What follows belongs to an exercise in optimizing a design on an open flow for small area; a production flow would make more cautious choices. Function was not checked in any run shown here: the RTL went through the layout flow alone. No activity file was given, so power comes from the tool's default toggle rates.

==> flow/design.v <==
module flappyBird
	(
		clk,
		resetn,    
		flap_n,    
		x,
		y,
		colour,
		plot,
		HEX0,
		HEX1
	);
	input			clk;
	input			resetn;
	input			flap_n;
	output	[7:0]	x;
	output	[6:0]	y;
	output	[2:0]	colour;
	output			plot;
	output	[6:0]	HEX1;
	output	[6:0]	HEX0;
	localparam	S_CLRSET   = 4'b0000,
				S_ERASESET = 4'b0001,
				S_INITSET  = 4'b0010,
				S_NVSET    = 4'b0011,
				S_WFRAME   = 4'b0100,
				S_CHECK    = 4'b0101,
				S_CONT     = 4'b0110,
				S_WFLAP    = 4'b0111,
				S_CLR      = 4'b1000,
				S_ERASE    = 4'b1001,
				S_INIT     = 4'b1010,
				S_NV       = 4'b1011;
	localparam	P_FIRST = 2'd0,
				P_BC    = 2'd1,    
				P_UP    = 2'd2,
				P_LO    = 2'd3;
	reg [3:0] st;
	reg [1:0] ph;
	reg [1:0] k;         
	reg [7:0] c;         
	reg [6:0] r;         
	reg [7:0] xP1, xP2, xP3;
	reg [6:0] yP1, yP2, yP3;
	reg signed [7:0] curY;
	reg [6:0] oldY;
	reg signed [4:0] ds;
	reg [7:0] points;
	reg wrapped;         
	reg coll;
	reg fs;              
	reg [12:0] lf;       
	reg [4:0] phi;       
	wire plotSt = st[3];
	wire clrSt  = (st == S_CLR);
	wire passSt = st[3] & (st[1] | st[0]);
	wire cur    = st[3] & st[1];                    
	wire oldcur = ~st[3] & ~st[2] & st[1];          
	wire setup  = ~st[3] & ~st[2];                  
	wire drop   = (st == S_CONT);
	wire fm     = (lf == 13'h0001);
	wire [1:0] speed = (points >= 8'd20) ? 2'd3 :
	                   (points >= 8'd5)  ? 2'd2 :
	                   wrapped ? 2'd3 : 2'd1;
	wire [6:0] yB = oldcur ? curY[6:0] : oldY;
	wire inX1 = (xP1 >= 8'd72) && (xP1 <= 8'd82);
	wire inX2 = (xP2 >= 8'd72) && (xP2 <= 8'd82);
	wire inX3 = (xP3 >= 8'd72) && (xP3 <= 8'd82);
	wire [6:0] yPx = ({7{inX1}} & yP1) | ({7{inX2}} & yP2) | ({7{inX3}} & yP3);
	wire [7:0] gd = {1'b0, yB} + {1'b1, ~yPx} - 8'd1;
	wire collNow = (inX1 | inX2 | inX3) & ~((gd[7:6] == 2'b00) && (gd[5:0] <= 6'd33));
	wire flapActive = fs & ~coll;
	wire first   = (ph == P_FIRST);
	wire bc      = (ph == P_BC);
	wire up      = (ph == P_UP);
	wire lo      = (ph == P_LO);
	wire game    = ~clrSt;                        
	wire bird    = (k == 2'd3);
	wire rowEnd  = (c[2:0] == 3'd6);
	wire at5     = (c[2:0] == 3'd5);
	wire upEnd   = up & at5 & (r == 7'd0);
	wire loEnd   = lo & at5 & (r == 7'd119);
	wire bcEnd   = bc & (c[3:0] == 4'd15);
	wire c160    = (c == 8'd160);
	wire [6:0] by = cur ? curY[6:0] : oldY;
	wire [7:0] xsel = (k == 2'd0) ? xP1 : (k == 2'd1) ? xP2 : (k == 2'd2) ? xP3 : 8'd78;
	wire coinK   = (xsel >= 8'd82);
	wire nextPipe = bcEnd | (loEnd & ~coinK);
	wire lastPix  = nextPipe & (k == 2'd2);
	wire [1:0] idx = nextPipe ? k + 2'd1 : k;
	wire [6:0] ysel = (idx == 2'd0) ? yP1 : (idx == 2'd1) ? yP2 : (idx == 2'd2) ? yP3 : by;
	wire rl = game & (first | (bc & (c[1:0] == 2'd3)) | upEnd | loEnd);
	wire ri = clrSt ? (c160 & ~first) : ((bc & (c[1:0] != 2'd3)) | (lo & rowEnd));
	wire rd = game & up & rowEnd;
	wire [6:0] kadd = nextPipe ? 7'd0 : up ? 7'd40 : (bird ? 7'd0 : 7'd19);
	wire [6:0] ra = rl ? ysel : r;
	wire [6:0] rb = rl ? kadd : {{6{rd}}, ri | rd};
	wire [6:0] rnext = ra + rb;
	wire cz = first | (clrSt ? c160 : (bcEnd | ((up | lo) & rowEnd) | upEnd | loEnd));
	wire [7:0] cnext = c + 8'd1;
	always @(posedge clk) begin
		if (setup) begin
			ph <= P_FIRST;
			k <= 2'd3;
		end
		else if (clrSt) begin
			if (first)
				ph <= P_UP;
		end
		else begin
			if (first)
				ph <= P_BC;
			if (bcEnd)
				ph <= P_UP;
			if (upEnd)
				ph <= P_LO;
			if (loEnd)
				ph <= coinK ? P_BC : P_UP;
			if (nextPipe)
				k <= idx;
		end
		r <= setup ? 7'd0 : rnext;
		c <= (setup | cz) ? 8'd0 : cnext;
	end
	wire [2:0] xoff  = bc ? {1'b0, c[3:2]} : {c[2] & ~c[1], c[1] & ~c[2], c[0]};
	assign x = (clrSt | first) ? c : xsel + {5'd0, xoff};
	assign y = r;
	assign colour[0] = 1'b0;
	assign colour[1] = first ? (st == S_ERASE) : (cur & ~(bc & bird));
	assign colour[2] = first ? ((st == S_ERASE) & (xP3 >= 8'd82)) : (cur & bc);
	assign plot = plotSt;
	always @(posedge clk) begin
		if (!resetn)
			st <= S_CLRSET;
		else
			case (st)
				S_CLR:      st <= (r == 7'd120) ? S_INITSET : S_CLR;
				S_INIT:     st <= lastPix ? S_WFLAP : S_INIT;
				S_ERASE:    st <= lastPix ? S_NVSET : S_ERASE;
				S_NV:       st <= lastPix ? S_CHECK : S_NV;
				S_WFLAP:    st <= flap_n ? S_WFLAP : S_WFRAME;
				S_WFRAME:   st <= fm ? S_ERASESET : S_WFRAME;
				S_CHECK:    st <= S_CONT;
				S_CONT:     st <= S_WFRAME;
				default:    st <= {2'b10, st[1:0]};    
			endcase
	end
	wire move = oldcur & ~coll;
	wire [1:0] amt = move ? speed : 2'd0;
	wire w1 = oldcur && (xP1 < {6'd0, speed});
	wire w2 = oldcur && (xP2 < {6'd0, speed});
	wire w3 = oldcur && (xP3 < {6'd0, speed});
	wire [7:0] xm1 = xP1 - {6'd0, amt};
	wire [7:0] xm2 = xP2 - {6'd0, amt};
	wire [7:0] xm3 = xP3 - {6'd0, amt};
	wire s1 = (xP1[7:3] == 5'b01001) && (xP1[2:0] < {1'b0, speed});
	wire s2 = (xP2[7:3] == 5'b01001) && (xP2[2:0] < {1'b0, speed});
	wire s3 = (xP3[7:3] == 5'b01001) && (xP3[2:0] < {1'b0, speed});
	wire inc = move & (s1 | s2 | s3);
	always @(posedge clk) begin
		if (!resetn) begin
			xP1 <= 8'd135; yP1 <= 7'd40;
			xP2 <= 8'd20;  yP2 <= 7'd60;
			xP3 <= 8'd60;  yP3 <= 7'd30;
			points <= 8'd0;
			wrapped <= 1'b0;
		end
		else begin
			xP1 <= w1 ? 8'd160 : xm1;
			xP2 <= w2 ? 8'd160 : xm2;
			xP3 <= w3 ? 8'd160 : xm3;
			if (w1) yP1 <= 7'd30 + {2'd0, phi};
			if (w2) yP2 <= 7'd20 + {2'd0, phi};
			if (w3) yP3 <= 7'd40 + {2'd0, phi};
			points <= points + {7'd0, inc};
			if (inc && (points == 8'd255))
				wrapped <= 1'b1;
		end
	end
	always @(posedge clk) begin
		if (!resetn)
			coll <= 1'b0;
		else if (collNow)
			coll <= 1'b1;
	end
	always @(posedge clk) begin
		if (!resetn)
			fs <= 1'b0;
		else
			fs <= ~fs & ~flap_n;
	end
	reg lt;
	always @(*)
		case ({curY[7], curY[1:0]})
			3'b001:  lt = (ds == 5'sd2);
			3'b000:  lt = (ds == 5'sd2) | (ds == 5'sd1);
			3'b111:  lt = (ds == 5'sd2) | (ds == 5'sd1) | (ds == 5'sd0);
			3'b110:  lt = (ds == 5'sd2) | (ds == 5'sd1) | (ds == 5'sd0) | (ds == -5'sd1);
			default: lt = 1'b0;
		endcase
	wire nearTop = (curY[7:1] == 7'd0) | (curY[7:1] == 7'h7f);
	wire fall = drop & ~flapActive;
	wire signed [4:0] rise = fall ? ds : (drop & ~(nearTop & lt)) ? 5'sd2 : 5'sd0;
	wire signed [8:0] e = curY - rise;
	wire low = (e > 116);
	wire dec = fall & ~low;
	always @(posedge clk) begin
		if (!resetn) begin
			curY <= 8'sd58;
			oldY <= 7'd58;
			ds <= 5'sd2;
		end
		else begin
			if (drop)
				oldY <= curY[6:0];
			ds <= flapActive ? 5'sd2 : ds + {5{dec}};
			curY <= (fall & e[8]) ? 8'sd0 : (fall & low) ? 8'sd116 : e[7:0];
		end
	end
	always @(posedge clk) begin
		if (!resetn) begin
			lf <= 13'h0001;
			phi <= 5'd0;
		end
		else begin
			phi <= phi + 5'd15;
			lf <= (lf == 13'h0b43) ? 13'h0001 : {lf[11:0], lf[12] ^ lf[3] ^ lf[2] ^ lf[0]};
		end
	end
	decoder dec0(
		.in(points[3:0]),
		.hex(HEX0)
		);
	decoder dec1(
		.in(points[7:4]),
		.hex(HEX1)
		);
endmodule
module decoder(in, hex);
	input [3:0] in;
	output [6:0] hex;
	assign hex[0] = ~((in[3] | in[2] | in[1] | ~in[0]) & (in[3] | ~in[2] | in[1] | in[0])
		& (~in[3] | ~in[2] | in[1] | ~in[0]) & (~in[3] | in[2] | ~in[1] | ~in[0]));
	assign hex[1] = ~((in[3] | ~in[2] | in[1] | ~in[0]) & (~in[3] | ~in[2] | in[1] | in[0])
		& (~in[3] | ~in[1] | ~in[0]) & (~in[2] | ~in[1] | in[0]));
	assign hex[2] = ~((~in[3] | ~in[2] | in[1] | in[0]) & (in[3] | in[2] | ~in[1] | in[0])
		& (~in[3] | ~in[2] | ~in[1]));
	assign hex[3] = ~((in[3] | ~in[2] | in[1] | in[0]) & (in[3] | in[2] | in[1] | ~in[0])
		& (~in[2] | ~in[1] | ~in[0]) & (~in[3] | in[2] | ~in[1] | in[0]));
	assign hex[4] = ~((in[3] | ~in[2] | in[1]) & (in[2] | in[1] | ~in[0]) & (in[3] | ~in[0]));
	assign hex[5] = ~((~in[3] | ~in[2] | in[1] | ~in[0]) & (in[3] | in[2] | ~in[0])
		& (in[3] | in[2] | ~in[1]) & (in[3] | ~in[1] | ~in[0]));
	assign hex[6] = ~((in[3] | in[2] | in[1]) & (in[3] | ~in[2] | ~in[1] | ~in[0])
		& (~in[3] | ~in[2] | in[1] | in[0]));
endmodule
==> flow/run.sh <==
#!/bin/bash
# synth_recipe.tcl (not shown) runs the flow's synth.tcl, then flattens the netlist and writes it again
# the make line also repeats each setting of config.mk as NAME=value (left out here)
make -C /OpenROAD-flow-scripts/flow DESIGN_CONFIG=/design/flow/config.mk WORK_HOME=/design/flow/orfs CLKGATE_MAP_FILE= SYNTH_SCRIPT=/design/flow/synth_recipe.tcl finish
==> flow/config.mk <==
export PLATFORM = sky130hd
export DESIGN_NAME = flappyBird
export DESIGN_NICKNAME = flappyBird
export VERILOG_FILES = /design/flow/design.v
export SDC_FILE = /design/flow/constraint.sdc
export NUM_CORES = 4
export LEC_CHECK = 0
export CAP_MARGIN = 20
export CORE_MARGIN = 2
export CORE_UTILIZATION = 40
export CTS_BUF_LIST = sky130_fd_sc_hd__clkbuf_4 sky130_fd_sc_hd__clkbuf_8
export SLEW_MARGIN = 20
==> flow/constraint.sdc <==
create_clock -name core_clock -period 10.0 [get_ports {clk}]
set_input_delay 2.0000 -clock core_clock [delete_from_list [all_inputs] [get_ports {clk}]]
set_output_delay 2.0000 -clock core_clock [all_outputs]
set_load 0.01 [all_outputs]
==> load_flow_metrics.sql, run 1 <==
INSERT INTO impl_metrics (metric_group, metric, value, unit) VALUES
('die', 'die-width', '146', 'um'),
('die', 'ios', '36', ''),
('cts', 'clkTransAtPathRegs', '80', 'ps'),
('sta', 'clock_skew', '12.3', 'ps'),
('yosys', 'synth-seq-area-share', '28.4', '%'),
('yosys', 'postSynthCellCount', '1019', ''),
('yosys', 'postSynthAreaPerCell', '7.95', 'sq um'),
('sta', 'worst-slew-pin-transition', '832', 'ps'),
('cts', 'clkLatencyLatePin', '450', 'ps'),
('drt', 'drt_iter0_drc', '373', ''),
('grt', 'grt_first_pass_wirelength', '32.6', 'mm'),
('setup_path', 'required', '8000', 'ps'),
('grt', 'grt_util_all_layers', '18.7', '%'),
('setup_path', 'worstRegToRegCells', '19', ''),
('place', 'dp.final_hpwl', '14.6', 'mm'),
('cells_and_area', 'diodes', '0', ''),
('setup_path', 'timing.rr.start', 'k[0]', ''),
('outcome', 'status', 'complete, no violations', ''),
('sta', 'grt_setup_unrepaired', 'no', ''),
('sta', 'report.final.setup_viol', '0', ''),
('cells_and_area', 'final_core_utilization', '44.8', '%'),
('yosys', 'ys_seq_elements', '115', ''),
('cells_and_area', 'multi_input_comb_area', '5330', 'sq um'),
('drt', 'vias', '7033', ''),
('cts', 'tritoncts_clock_tree', 'done', ''),
('die', 'die-height', '146', 'um'),
('power_and_ir_drop', 'totalPowerFinal', '1.11', 'mW'),
('worst_hold_path', 'hold_depth', '1', ''),
('grt', 'grt_start_max_net_pins', '79', ''),
('yosys', 'synth_edf_count', '0', ''),
('cells_and_area', 'number_of_nets_at_the_end_of_the_flow', '1098', ''),
('sta', 'timing.final.max_slew_violations', '0', ''),
('cts', 'post_cts_hold_buffer_count', '0', ''),
('flow_run', 'drv.max_cap_violation_count', '0', ''),
('cts', 'clk_root_buffer_cell', 'sky130_fd_sc_hd__clkbuf_8', ''),
('cts', 'total_cts_buffers', '17', ''),
('sta', 'hold_violations', '0', ''),
('drt', 'routed_wire_length_per_instance', '15.0', 'um'),
('sta', 'layout_worst_path_cycle_share', '63.1', '%'),
('cells_and_area', 'post_layout_nonfiller_instances', '1311', ''),
('yosys', 'synth_flop_cell', 'sky130_fd_sc_hd__dfxtp_1', ''),
('drt', 'drc_errors_left', '0', ''),
('grt', 'number_of_global_route_vias_before_repair', '6467', ''),
('drt', 'postRouteWirelength', '19.7', 'mm'),
('die', 'dieArea', '21400', 'sq um'),
('cts', 'cts.sink_count', '115', ''),
('grt', 'globalRoute.totalOverflow', '0', ''),
('cells_and_area', 'fraction_of_final_layout_cells_sized_beyond_drive_strength_1', '7.20', '%'),
('place', 'place_worst_setup_slack', '4200', 'ps'),
('sta', 'setup_slack', '3690', 'ps'),
('yosys', 'asyncSetResetFlopFracSynth', '0', '%'),
('sta', 'period_needed', '6310', 'ps'),
('setup_path', 'arrival_time_reported_for_the_critical_path_endpoint', '4310', 'ps'),
('cts', 'h_tree_depth', '4', ''),
('setup_path', 'critical_path.max_fanout', '18', ''),
('yosys', 'number_of_warning_messages_in_the_yosys_log', '1', ''),
('setup_path', 'critical_path_class', 'reg2out', ''),
('place', 'number_of_i_o_port_buffers', '34', ''),
('die', 'rows', '52', ''),
('sta', 'maxSlewHeadroom', '44.3', '%'),
('grt', 'antenna_violations_before_repair', '0', ''),
('place', 'routability_congestion', '0.907', ''),
('cts', 'post_cts.repair.setup_buffers', '0', ''),
('cells_and_area', 'final-seq-area', '2300', 'sq um'),
('power_and_ir_drop', 'power-per-cell-area', '124', 'nW/um^2'),
('setup_path', 'reg2reg_slack', '4470', 'ps'),
('die', 'floorplan.core_area', '20000', 'sq um'),
('setup_path', 'end_kind', 'output pin', ''),
('power_and_ir_drop', 'vdd.ir_drop.worst', '0.0701', 'mV'),
('drt', 'final_antenna_net_count', '0', ''),
('power_and_ir_drop', 'leakage', '3.54', 'nW');
[Yosys cell counts (all sizes together), types with 3 or more instances]
cell | instances | area share, %
nand2 | 125 | 5.8
dfxtp | 115 | 28
nor2 | 77 | 3.6
o21ai | 70 | 4.3
inv | 64 | 3.0
ha | 59 | 9.1
a21oi | 51 | 3.4
xnor2 | 36 | 3.9
clkbuf | 31 | 1.4
nand3 | 31 | 1.9
nor2b | 28 | 2.3
xor2 | 27 | 2.9
and2 | 24 | 1.9
mux2i | 24 | 3.0
o211ai | 22 | 2.0
nor3 | 20 | 1.3
buf | 18 | 1.5
a21o | 15 | 1.4
nand2b | 15 | 1.2
a21boi | 14 | 1.3
nor4 | 13 | 1.0
o22ai | 10 | 0.77
and3 | 9 | 0.69
nor3b | 9 | 0.90
o31ai | 8 | 1.2
a311oi | 7 | 0.83
a31oi | 7 | 0.73
fa | 7 | 1.7
mux2 | 7 | 1.0
nand4 | 7 | 0.54
a211oi | 6 | 0.56
a22oi | 6 | 0.56
o21a | 6 | 0.56
or2 | 6 | 0.46
or3 | 6 | 0.46
nand3b | 4 | 0.37
o211a | 4 | 0.49
a2111oi | 3 | 0.48
nor4b | 3 | 0.32
o31a | 3 | 0.32
[how the worst max path moves through the flow]
| stage | startpoint | to | slack, ps | cells past startpoint |
|---|---|---|---|---|
| after detailed placement | k[0] | x[6] | 4200 | 11 |
| after floorplan | k[0] | x[6] | 5180 | 13 |
| after CTS | k[0] | x[6] | 3690 | 12 |
| after global placement | k[0] | x[6] | 4210 | 11 |
| final | k[0] | x[6] | 3690 | 12 |
| after global routing | k[0] | x[6] | 3430 | 12 |
[worst max-delay path: stages, from the launching register on]
cell and delay (ps):
sky130_fd_sc_hd__dfxtp_1 710, sky130_fd_sc_hd__inv_1 380, sky130_fd_sc_hd__ha_1 410, sky130_fd_sc_hd__nor3b_1 190, sky130_fd_sc_hd__o31ai_2 340, sky130_fd_sc_hd__inv_1 110
sky130_fd_sc_hd__fa_1 460, sky130_fd_sc_hd__nor2b_1 120, sky130_fd_sc_hd__o21a_1 150, sky130_fd_sc_hd__nand3_1 100, sky130_fd_sc_hd__xor2_1 150, sky130_fd_sc_hd__o21ai_0 160
sky130_fd_sc_hd__clkdlybuf4s50_1 560
[metrics by stage]
step,hold slack [ps],instance area [sq um]
floorplan,410,8100
global placement,455,8590
detailed placement,452,8590
CTS,471,8980
global route,495,8980
finish,466,8980
[registers in the layout (all words and copies together) (netlist names), 8 cells and up]
register,flops
lf,13
c,8
curY,8
points,8
xP1,8
xP2,8
xP3,8
[layout by cell type, fill, tap and decap left out, types with 10 or more instances in the layout]
| cell type | instances |
|---|---|
| sky130_fd_sc_hd__mux2i_1 | 23 |
| sky130_fd_sc_hd__dfxtp_1 | 115 |
| sky130_fd_sc_hd__ha_1 | 59 |
| sky130_fd_sc_hd__inv_1 | 64 |
| sky130_fd_sc_hd__o22ai_1 | 10 |
| sky130_fd_sc_hd__a21oi_1 | 48 |
| sky130_fd_sc_hd__a21o_1 | 15 |
| sky130_fd_sc_hd__nand2_1 | 125 |
| sky130_fd_sc_hd__nor4_1 | 13 |
| sky130_fd_sc_hd__nor2b_1 | 24 |
| sky130_fd_sc_hd__clkbuf_8 | 17 |
| sky130_fd_sc_hd__xor2_1 | 27 |
| sky130_fd_sc_hd__o211ai_1 | 22 |
| sky130_fd_sc_hd__nor3_1 | 18 |
| sky130_fd_sc_hd__clkdlybuf4s50_1 | 33 |
| sky130_fd_sc_hd__nand3_1 | 31 |
| sky130_fd_sc_hd__nand2b_1 | 15 |
| sky130_fd_sc_hd__nor2_1 | 77 |
| sky130_fd_sc_hd__xnor2_1 | 36 |
| sky130_fd_sc_hd__and2_1 | 24 |
| sky130_fd_sc_hd__o21ai_0 | 62 |
[cell families after synthesis]
kind of cell | count (synthesis) | synth area share [%]
multiplexers | 31 | 4.03
XOR/XNOR | 63 | 6.81
buffers and inverters | 113 | 5.93
AND/OR/NAND/NOR | 381 | 23.1
other | 1 | 0.0463
adder cells (fa/ha/maj) | 66 | 10.8
flip-flops | 115 | 28.4
AO/OA/AOI/OAI | 249 | 20.9
[power breakdown]
group	internal [mW]	switching, mW
combinational	0.0716	0.0894
sequential	0.474	0.0264
clock	0.243	0.207
[per-layer routing]
metal | routed length, um | GRT usage [%] | up-vias
li1 | - | - | 3585
met1 | 9210 | 24.3 | 3319
met2 | 9490 | 31.3 | 110
met3 | 733 | 3.66 | 19
met4 | 282 | 6.02 | 0
met5 | 0 | 0 | -
[layout make-up]
class / count / share of cell area (%)
clock buffers: 17 / 2.60
clock inverters: 14 / 1.82
inverters: 64 / 2.67
multi-input cells: 791 / 59.3
flip-flops and latches: 115 / 25.6
well taps: 270 / 3.76
repair buffers: 40 / 4.23
==> run 2, diff against run 1 <==
--- a/flow/config.mk
+++ b/flow/config.mk
@@ -8,5 +8,6 @@
 export CAP_MARGIN = 20
 export CORE_MARGIN = 2
 export CORE_UTILIZATION = 40
-export CTS_BUF_LIST = sky130_fd_sc_hd__clkbuf_4 sky130_fd_sc_hd__clkbuf_8
+export CTS_BUF_LIST = sky130_fd_sc_hd__clkbuf_4
+export CTS_CLUSTER_SIZE = 12
 export SLEW_MARGIN = 20
==> run 2 against run 1 <==
Synthesized area stayed put; synthesized cell count stayed put; critical path depth is 1 lower; clock skew is 5.6 ps higher; critical path type unchanged; largest power group unchanged; worst setup slack worse by 130 ps; sequential power hardly changed; combinational power hardly changed.
==> load_flow_metrics.sql, run 2 <==
INSERT INTO impl_metrics (metric_group, metric, value, unit) VALUES
('outcome', 'status', 'complete, no violations', ''),
('cells_and_area', 'layout.cells.most_common_list', 'sky130_fd_sc_hd__nand2_1 (125), sky130_fd_sc_hd__dfxtp_1 (115), sky130_fd_sc_hd__nor2_1 (77)', ''),
('sta', 'grt_setup_unrepaired', 'no', ''),
('cts', 'clkLatencyLatePin', '540', 'ps'),
('yosys', 'synth_area', '8100', 'sq um'),
('yosys', 'ys_seq_elements', '115', ''),
('die', 'dieArea', '21400', 'sq um'),
('yosys', 'synth_flop_cell', 'sky130_fd_sc_hd__dfxtp_1', ''),
('drt', 'vias', '7042', ''),
('sta', 'hold_violations', '0', ''),
('yosys', 'top_cells_by_area_synth', 'sky130_fd_sc_hd__dfxtp_1 (28%), sky130_fd_sc_hd__ha_1 (9.1%), sky130_fd_sc_hd__nand2_1 (5.8%), sky130_fd_sc_hd__o21ai_0 (3.9%), sky130_fd_sc_hd__xnor2_1 (3.9%)', ''),
('yosys', 'asyncSetResetFlopFracSynth', '0', '%'),
('worst_hold_path', 'hold_path.class', 'reg2reg', ''),
('cts', 'tritoncts_clock_tree', 'done', ''),
('yosys', 'postSynthCellCount', '1019', ''),
('cells_and_area', 'post-route-cell-area', '8880', 'sq um'),
('yosys', 'yosysMostFrequentCell', 'sky130_fd_sc_hd__nand2_1', ''),
('cells_and_area', 'registers.top_by_ff_count', 'lf', ''),
('cts', 'clkTransAtPathRegs', '120', 'ps'),
('setup_path', 'required', '8000', 'ps'),
('sta', 'fin_worst_hold_slack', '471', 'ps'),
('power_and_ir_drop', 'vdd.ir_drop.worst', '0.0575', 'mV'),
('setup_path', 'critical_path.max_fanout', '18', ''),
('yosys', 'yosys-top-cells-count', 'sky130_fd_sc_hd__nand2_1 (125), sky130_fd_sc_hd__dfxtp_1 (115), sky130_fd_sc_hd__nor2_1 (77)', ''),
('yosys', 'synth.net_count', '1088', ''),
('setup_path', 'worst_setup_sp_type', 'flop', ''),
('die', 'die-height', '146', 'um'),
('cells_and_area', 'final_core_utilization', '44.3', '%'),
('sta', 'period_needed', '6440', 'ps'),
('grt', 'number_of_global_route_vias_before_repair', '6445', ''),
('sta', 'layout_worst_path_cycle_share', '64.4', '%'),
('setup_path', 'startpoint', 'k[0]', ''),
('place', 'routability_congestion', '0.907', ''),
('cts', 'cts.sink_count', '115', ''),
('cts', 'h_tree_depth', '4', ''),
('grt', 'antenna_violations_before_repair', '1', ''),
('die', 'die-width', '146', 'um'),
('yosys', 'synth-seq-area-share', '28.4', '%'),
('yosys', 'postSynthAreaPerCell', '7.95', 'sq um'),
('flow_run', 'drv.max_cap_violation_count', '0', ''),
('setup_path', 'timing.rr.start', 'k[0]', ''),
('drt', 'postRouteWirelength', '19.7', 'mm'),
('cts', 'cts_buffer_depth', '2', ''),
('sta', 'worst-slew-pin-transition', '855', 'ps'),
('place', 'dp.final_hpwl', '14.6', 'mm'),
('cells_and_area', 'fill_cells', '2066', ''),
('die', 'start_util', '40.4', '%'),
('place', 'number_of_i_o_port_buffers', '34', ''),
('sta', 'clock_skew', '17.9', 'ps'),
('sta', 'setup_slack', '3560', 'ps'),
('drt', 'routed_wire_length_per_instance', '15.0', 'um'),
('yosys', 'synth_top_cell_by_area', 'sky130_fd_sc_hd__dfxtp_1', ''),
('grt', 'globalRoute.totalOverflow', '0', ''),
('die', 'ios', '36', ''),
('cts', 'post_cts_hold_buffer_count', '0', ''),
('cells_and_area', 'commonest_non_fill_non_tap_cell_in_the_layout', 'sky130_fd_sc_hd__nand2_1', ''),
('place', 'place_worst_setup_slack', '4200', 'ps'),
('place', 'postPlaceCellArea', '8590', 'sq um'),
('grt', 'grt_first_pass_wirelength', '32.4', 'mm'),
('power_and_ir_drop', 'power-per-cell-area', '115', 'nW/um^2'),
('grt', 'grt_util_all_layers', '18.5', '%'),
('grt', 'grt_start_max_net_pins', '79', ''),
('sta', 'setup-tns-final', '0', 'ps'),
('sta', 'report.final.setup_viol', '0', ''),
('drt', 'drt_first_pass_iters', '5', ''),
('cts', 'number_of_gates_given_a_new_drive_strength_after_cts', '0', ''),
('yosys', 'number_of_warning_messages_in_the_yosys_log', '1', ''),
('cells_and_area', 'area_delta_synth_final', '9.59', '%'),
('cts', 'post_cts.repair.setup_buffers', '0', ''),
('cells_and_area', 'fraction_of_final_layout_cells_sized_beyond_drive_strength_1', '7.20', '%'),
('sta', 'achievable-frequency', '0.155', 'GHz'),
('sta', 'timing.final.max_slew_violations', '0', ''),
('drt', 'drt_iter0_drc', '316', ''),
('cells_and_area', 'number_of_nets_at_the_end_of_the_flow', '1098', ''),
('worst_hold_path', 'startpoint_of_the_most_critical_hold_path', 'lf[7]', ''),
('die', 'floorplan.core_area', '20000', 'sq um'),
('die', 'rows', '52', ''),
('setup_path', 'end_kind', 'output pin', ''),
('yosys', 'synth.lib_cells_used.distinct', '74', ''),
('drt', 'route.detailed.vias_per_inst', '5.37', ''),
('cells_and_area', 'flip_flop_count_of_the_largest_register_all_copies_and_words_added', '13', ''),
('yosys', 'synth_edf_count', '0', ''),
('drt', 'drc_errors_left', '0', ''),
('setup_path', 'critical_path_class', 'reg2out', ''),
('setup_path', 'reg2reg_slack', '4460', 'ps'),
('drt', 'final_antenna_net_count', '0', ''),
('cts', 'clk_root_buffer_cell', 'sky130_fd_sc_hd__clkbuf_4', ''),
('yosys', 'synth_top_area_share', '28.4', '%'),
('power_and_ir_drop', 'leakage', '3.50', 'nW'),
('sta', 'maxSlewHeadroom', '42.8', '%'),
('setup_path', 'arrival_time_reported_for_the_critical_path_endpoint', '4440', 'ps'),
('cts', 'total_cts_buffers', '17', '');
run 2: per-layer routing:
layer | GRT usage (%) | routed length [um] | vias up
met2 | 31.3 | 9390 | 99
met3 | 3.50 | 663 | 22
li1 | - | - | 3599
met1 | 24.2 | 9290 | 3322
met4 | 5.39 | 331 | 0
met5 | 0 | 0 | -
run 2: cells by family after synthesis:
logic type | synth area share (%)
AND/OR/NAND/NOR | 23.1
XOR/XNOR | 6.81
multiplexers | 4.03
AO/OA/AOI/OAI | 20.9
flip-flops | 28.4
adder cells (fa/ha/maj) | 10.8
other | 0.0463
buffers and inverters | 5.93
run 2: metrics by stage:
step | total power [mW] | cells
after floorplan | 0.621 | 1019
after global placement | 0.670 | 1280
after detailed placement | 0.671 | 1280
after CTS | 1.04 | 1311
after global routing | 1.08 | 1312
final | 1.02 | 1312
run 2: final timing paths:
check / endpoint / depth (start not counted)
max: x[6] / 11
min: lf[8] / 1
max reg2reg: r[6] / 18
min reg2reg: lf[8] / 1
run 2: report_power, final:
part / switching (mW) / total (mW) / internal [mW] / leakage (nW)
sequential: 0.0263 / 0.500 / 0.474 / 0.934
combinational: 0.0885 / 0.160 / 0.0713 / 2.41
clock: 0.194 / 0.364 / 0.171 / 0.153
run 2: critical path, stage by stage (launching register included):
cell	delay [ps]
sky130_fd_sc_hd__dfxtp_1	740
sky130_fd_sc_hd__inv_1	380
sky130_fd_sc_hd__ha_1	530
sky130_fd_sc_hd__o31ai_2	430
sky130_fd_sc_hd__inv_1	110
sky130_fd_sc_hd__fa_1	460
sky130_fd_sc_hd__nor2b_1	120
sky130_fd_sc_hd__o21a_1	150
sky130_fd_sc_hd__nand3_1	100
sky130_fd_sc_hd__xor2_1	150
sky130_fd_sc_hd__o21ai_0	160
sky130_fd_sc_hd__clkdlybuf4s50_1	560
run 2: final cells by class:
class | count | area (sq um) | area share, %
multi-input cells | 791 | 5330 | 60.0
well taps | 270 | 338 | 3.80
clock inverters | 14 | 164 | 1.85
repair buffers | 40 | 380 | 4.28
clock buffers | 17 | 128 | 1.44
diodes | 1 | 2.50 | 0.0282
inverters | 64 | 240 | 2.70
flip-flops and latches | 115 | 2300 | 25.9
==> run 3, diff against run 2 <==
==> flow/flow/run.sh (new file) <==
#!/bin/bash
# The standard layout (standard.sh), with two changes: the port buffers
# that global placement inserts are the smallest buffer (buf_1), and the
# clock tree is built from clkbuf_4 without dummy loads. Everything the
# flow prints goes to standard.log in the work folder.
set -euo pipefail
export BUFFER_PORTS_ARGS="-buffer_cell sky130_fd_sc_hd__buf_1"
export CTS_ARGS="-sink_clustering_enable -repair_clock_nets -buf_list sky130_fd_sc_hd__clkbuf_4 -dont_use_dummy_load"
bash standard.sh > standard.log 2>&1
==> flow/standard.sh (new file) <==
#!/bin/bash
# synth_recipe.tcl (not shown) runs the flow's synth.tcl, then flattens the netlist and writes it again
# the make line also repeats each setting of config.mk as NAME=value (left out here)
make -C /OpenROAD-flow-scripts/flow DESIGN_CONFIG=/design/flow/config.mk WORK_HOME=/design/flow/orfs CLKGATE_MAP_FILE= SYNTH_SCRIPT=/design/flow/synth_recipe.tcl "${@:-finish}"
--- a/flow/config.mk
+++ b/flow/config.mk
@@ -8,6 +8,4 @@
 export CAP_MARGIN = 20
 export CORE_MARGIN = 2
 export CORE_UTILIZATION = 40
-export CTS_BUF_LIST = sky130_fd_sc_hd__clkbuf_4
-export CTS_CLUSTER_SIZE = 12
 export SLEW_MARGIN = 20
removed: flow/run.sh
==> run 3 against run 2 <==
Clock skew grew 13 ps; first-iteration DRC count rose by 3.8%; sequential power barely moved; clock power down 37%; wire length is 1.6% lower; sequential cell count unchanged; global-route usage decreased by 0.16 points; worst setup slack improved by 430 ps; count of clock-buffer cells in the layout unchanged; critical endpoint unchanged.
==> load_flow_metrics.sql, run 3 <==
INSERT INTO impl_metrics (metric_group, metric, value, unit) VALUES
('cts', 'h_tree_depth', '4', ''),
('power_and_ir_drop', 'power-per-cell-area', '103', 'nW/um^2'),
('drt', 'drt_first_pass_iters', '5', ''),
('cts', 'clkLatencyLatePin', '530', 'ps'),
('cells_and_area', 'commonest_non_fill_non_tap_cell_in_the_layout', 'sky130_fd_sc_hd__nand2_1', ''),
('setup_path', 'critical_path.max_fanout', '18', ''),
('cells_and_area', 'flip_flop_count_of_the_largest_register_all_copies_and_words_added', '13', ''),
('sta', 'layout_worst_path_cycle_share', '60.1', '%'),
('cts', 'clk_root_buffer_cell', 'sky130_fd_sc_hd__clkbuf_4', ''),
('cts', 'total_cts_buffers', '17', ''),
('drt', 'postRouteWirelength', '19.4', 'mm'),
('cells_and_area', 'layout.cells.most_common_list', 'sky130_fd_sc_hd__nand2_1 (125), sky130_fd_sc_hd__dfxtp_1 (115), sky130_fd_sc_hd__nor2_1 (77)', ''),
('drt', 'drc_errors_left', '0', ''),
('setup_path', 'required', '8000', 'ps'),
('yosys', 'synth_top_cell_by_area', 'sky130_fd_sc_hd__dfxtp_1', ''),
('cts', 'cts.sink_count', '115', ''),
('yosys', 'synth.net_count', '1088', ''),
('grt', 'antenna_violations_before_repair', '1', ''),
('sta', 'setup-tns-final', '0', 'ps'),
('yosys', 'asyncSetResetFlopFracSynth', '0', '%'),
('cells_and_area', 'post_layout_nonfiller_instances', '1297', ''),
('sta', 'report.final.setup_viol', '0', ''),
('setup_path', 'critPathMaxStageDelay', '700', 'ps'),
('cts', 'cts_buffer_depth', '2', ''),
('grt', 'grt_start_max_net_pins', '79', ''),
('yosys', 'yosys-top-cells-count', 'sky130_fd_sc_hd__nand2_1 (125), sky130_fd_sc_hd__dfxtp_1 (115), sky130_fd_sc_hd__nor2_1 (77)', ''),
('sta', 'worst-slew-pin-transition', '815', 'ps'),
('yosys', 'top_cells_by_area_synth', 'sky130_fd_sc_hd__dfxtp_1 (28%), sky130_fd_sc_hd__ha_1 (9.1%), sky130_fd_sc_hd__nand2_1 (5.8%), sky130_fd_sc_hd__o21ai_0 (3.9%), sky130_fd_sc_hd__xnor2_1 (3.9%)', ''),
('yosys', 'synth_top_area_share', '28.4', '%'),
('cells_and_area', 'area_delta_synth_final', '5.05', '%'),
('die', 'dieArea', '21400', 'sq um'),
('sta', 'maxSlewHeadroom', '45.1', '%'),
('outcome', 'status', 'complete, no violations', ''),
('yosys', 'yosysMostFrequentCell', 'sky130_fd_sc_hd__nand2_1', ''),
('cells_and_area', 'registers.top_by_ff_count', 'lf', ''),
('place', 'postPlaceCellArea', '8370', 'sq um'),
('place', 'number_of_i_o_port_buffers', '34', ''),
('drt', 'routed_wire_length_per_instance', '14.9', 'um'),
('place', 'routability_congestion', '0.878', ''),
('setup_path', 'end_kind', 'output pin', ''),
('yosys', 'synth.lib_cells_used.distinct', '74', ''),
('setup_path', 'timing.critical_path.cells', 'inv_1, ha_1, o31ai_2, inv_1, fa_1, nor2b_1, o21a_1, nand3_1, xor2_1, o21ai_0, buf_1', ''),
('cells_and_area', 'number_of_nets_at_the_end_of_the_flow', '1097', ''),
('setup_path', 'critical_path_class', 'reg2out', ''),
('flow_run', 'drv.max_cap_violation_count', '0', ''),
('sta', 'hold_violations', '0', ''),
('cts', 'clkTransAtPathRegs', '120', 'ps'),
('setup_path', 'worst_setup_sp_type', 'flop', ''),
('drt', 'drt_iter0_drc', '328', ''),
('die', 'start_util', '40.4', '%'),
('grt', 'globalRoute.totalOverflow', '0', ''),
('yosys', 'synth_edf_count', '0', ''),
('yosys', 'ys_seq_elements', '115', ''),
('sta', 'timing.final.max_slew_violations', '0', ''),
('sta', 'grt_setup_unrepaired', 'no', ''),
('die', 'ios', '36', ''),
('setup_path', 'crit_path_slowest_cell', 'sky130_fd_sc_hd__dfxtp_1', ''),
('die', 'rows', '52', ''),
('die', 'floorplan.core_area', '20000', 'sq um'),
('place', 'dp.final_hpwl', '14.4', 'mm'),
('power_and_ir_drop', 'totalPowerFinal', '0.880', 'mW'),
('yosys', 'synth-seq-area-share', '28.4', '%'),
('sta', 'achievable-frequency', '0.166', 'GHz'),
('worst_hold_path', 'hold_path.class', 'reg2reg', ''),
('yosys', 'synth_flop_cell', 'sky130_fd_sc_hd__dfxtp_1', ''),
('yosys', 'postSynthCellCount', '1019', ''),
('setup_path', 'cpLargestDelayFamily', 'adder cells', ''),
('setup_path', 'crit_path_frequent_cell', 'sky130_fd_sc_hd__inv_1', ''),
('cts', 'number_of_gates_given_a_new_drive_strength_after_cts', '0', ''),
('cells_and_area', 'post-route-cell-area', '8510', 'sq um'),
('place', 'place.detailed.instances', '1279', ''),
('die', 'die-width', '146', 'um'),
('power_and_ir_drop', 'vdd.ir_drop.worst', '0.0517', 'mV'),
('drt', 'vias', '6955', ''),
('die', 'die-height', '146', 'um'),
('sta', 'period_needed', '6010', 'ps'),
('grt', 'number_of_global_route_vias_before_repair', '6461', ''),
('yosys', 'number_of_warning_messages_in_the_yosys_log', '1', ''),
('drt', 'route.detailed.vias_per_inst', '5.36', ''),
('yosys', 'synth_area', '8100', 'sq um'),
('cells_and_area', 'fraction_of_final_layout_cells_sized_beyond_drive_strength_1', '6.04', '%'),
('setup_path', 'path_buf_inv', '3', ''),
('cts', 'post_cts_hold_buffer_count', '0', ''),
('cts', 'tritoncts_clock_tree', 'done', ''),
('drt', 'final_antenna_net_count', '0', ''),
('grt', 'grt_util_all_layers', '18.4', '%'),
('setup_path', 'arrival_time_reported_for_the_critical_path_endpoint', '4010', 'ps'),
('grt', 'grt_first_pass_wirelength', '32.2', 'mm'),
('cts', 'post_cts.repair.setup_buffers', '0', ''),
('yosys', 'postSynthAreaPerCell', '7.95', 'sq um'),
('sta', 'clock_skew', '30.9', 'ps'),
('power_and_ir_drop', 'leakage', '3.34', 'nW');
==> run 3: final cells by class <==
type	count	area, sq um
timing repair buffer	39	166
fill	2132	11500
sequential	115	2300
antenna	1	2.50
clock buffer	17	128
multi-input combinational	791	5340
tap	270	338
inverter	64	240
==> run 3: routing by layer <==
layer / vias to the layer above / part of all wire [%] / routed length [um] / global-route usage [%]
li1: 3567 / - / - / -
met1: 3252 / 47 / 9180 / 24.4
met2: 114 / 48 / 9320 / 30.8
met3: 22 / 3.2 / 615 / 3.28
met4: 0 / 1.3 / 250 / 5.00
met5: - / 0 / 0 / 0
==> run 3: per-stage QoR <==
stage               hold slack [ps]  worst slack, ps  utilization, %
finish                          478             3990            42.5
global route                    490             3650            42.5
CTS                             478             3940            42.4
detailed placement              450             4530            41.8
global placement                450             4630            41.8
floorplan                       410             5180               -
==> run 3: path summary, 6_finish.rpt <==
kind	from	endpoint	slack, ps	cells after the start
setup reg to reg	k[0]	r[6]	4710	20
hold / removal	lf[6]	lf[7]	480	1
setup / recovery	k[0]	x[6]	3990	11
hold reg to reg	lf[6]	lf[7]	480	1
==> run 3: where the power goes <==
| part | internal (mW) | leakage (nW) | switching, mW |
|---|---|---|---|
| Combinational | 0.0624 | 2.33 | 0.0883 |
| Clock | 0.0774 | 0.0782 | 0.152 |
| Sequential | 0.474 | 0.934 | 0.0264 |
==> run 3: logic make-up after synthesis <==
| family | synth area share [%] |
|---|---|
| and+or+nand+nor | 23.1 |
| AOI/OAI and AO/OA | 20.9 |
| DFF | 28.4 |
| buffers and inverters | 5.93 |
| adders and majority gates | 10.8 |
| xor gates and xnor gates | 6.81 |
| muxes | 4.03 |
| other | 0.0463 |

re-timing with driven ports:
The flow's constraints put no driver on any port. The routed layouts listed below were extracted and timed again, unchanged, in two steps. Step 1 sets driving cells, clkbuf_16 on the clock port and buf_2 on the other inputs (assumed; they add their load-dependent delay and slew). Step 2 moves the port delays by t, midway between the first and last clock arrival at a register: inputs arrive t later, outputs are due t later. That takes back most of the time a late clock gives input paths. a / b / c = no drivers / after step 1 / after step 2; a / b = the first two.
| run | shift t [ns] | setup slack, ns | worst setup path after step 2 | latest minus earliest clock arrival (ns) |
|---|---|---|---|---|
| run 1 | 0.490 | 3.689 / 3.648 / 4.138 | register to output | 0.013 / 0.012 |
| run 2 | 0.573 | 3.563 / 3.524 / 4.097 | register to output | 0.018 / 0.018 |
| run 3 | 0.561 | 3.992 / 3.950 / 4.512 | register to output | 0.045 / 0.045 |
After both steps setup and hold are still met in every run listed.
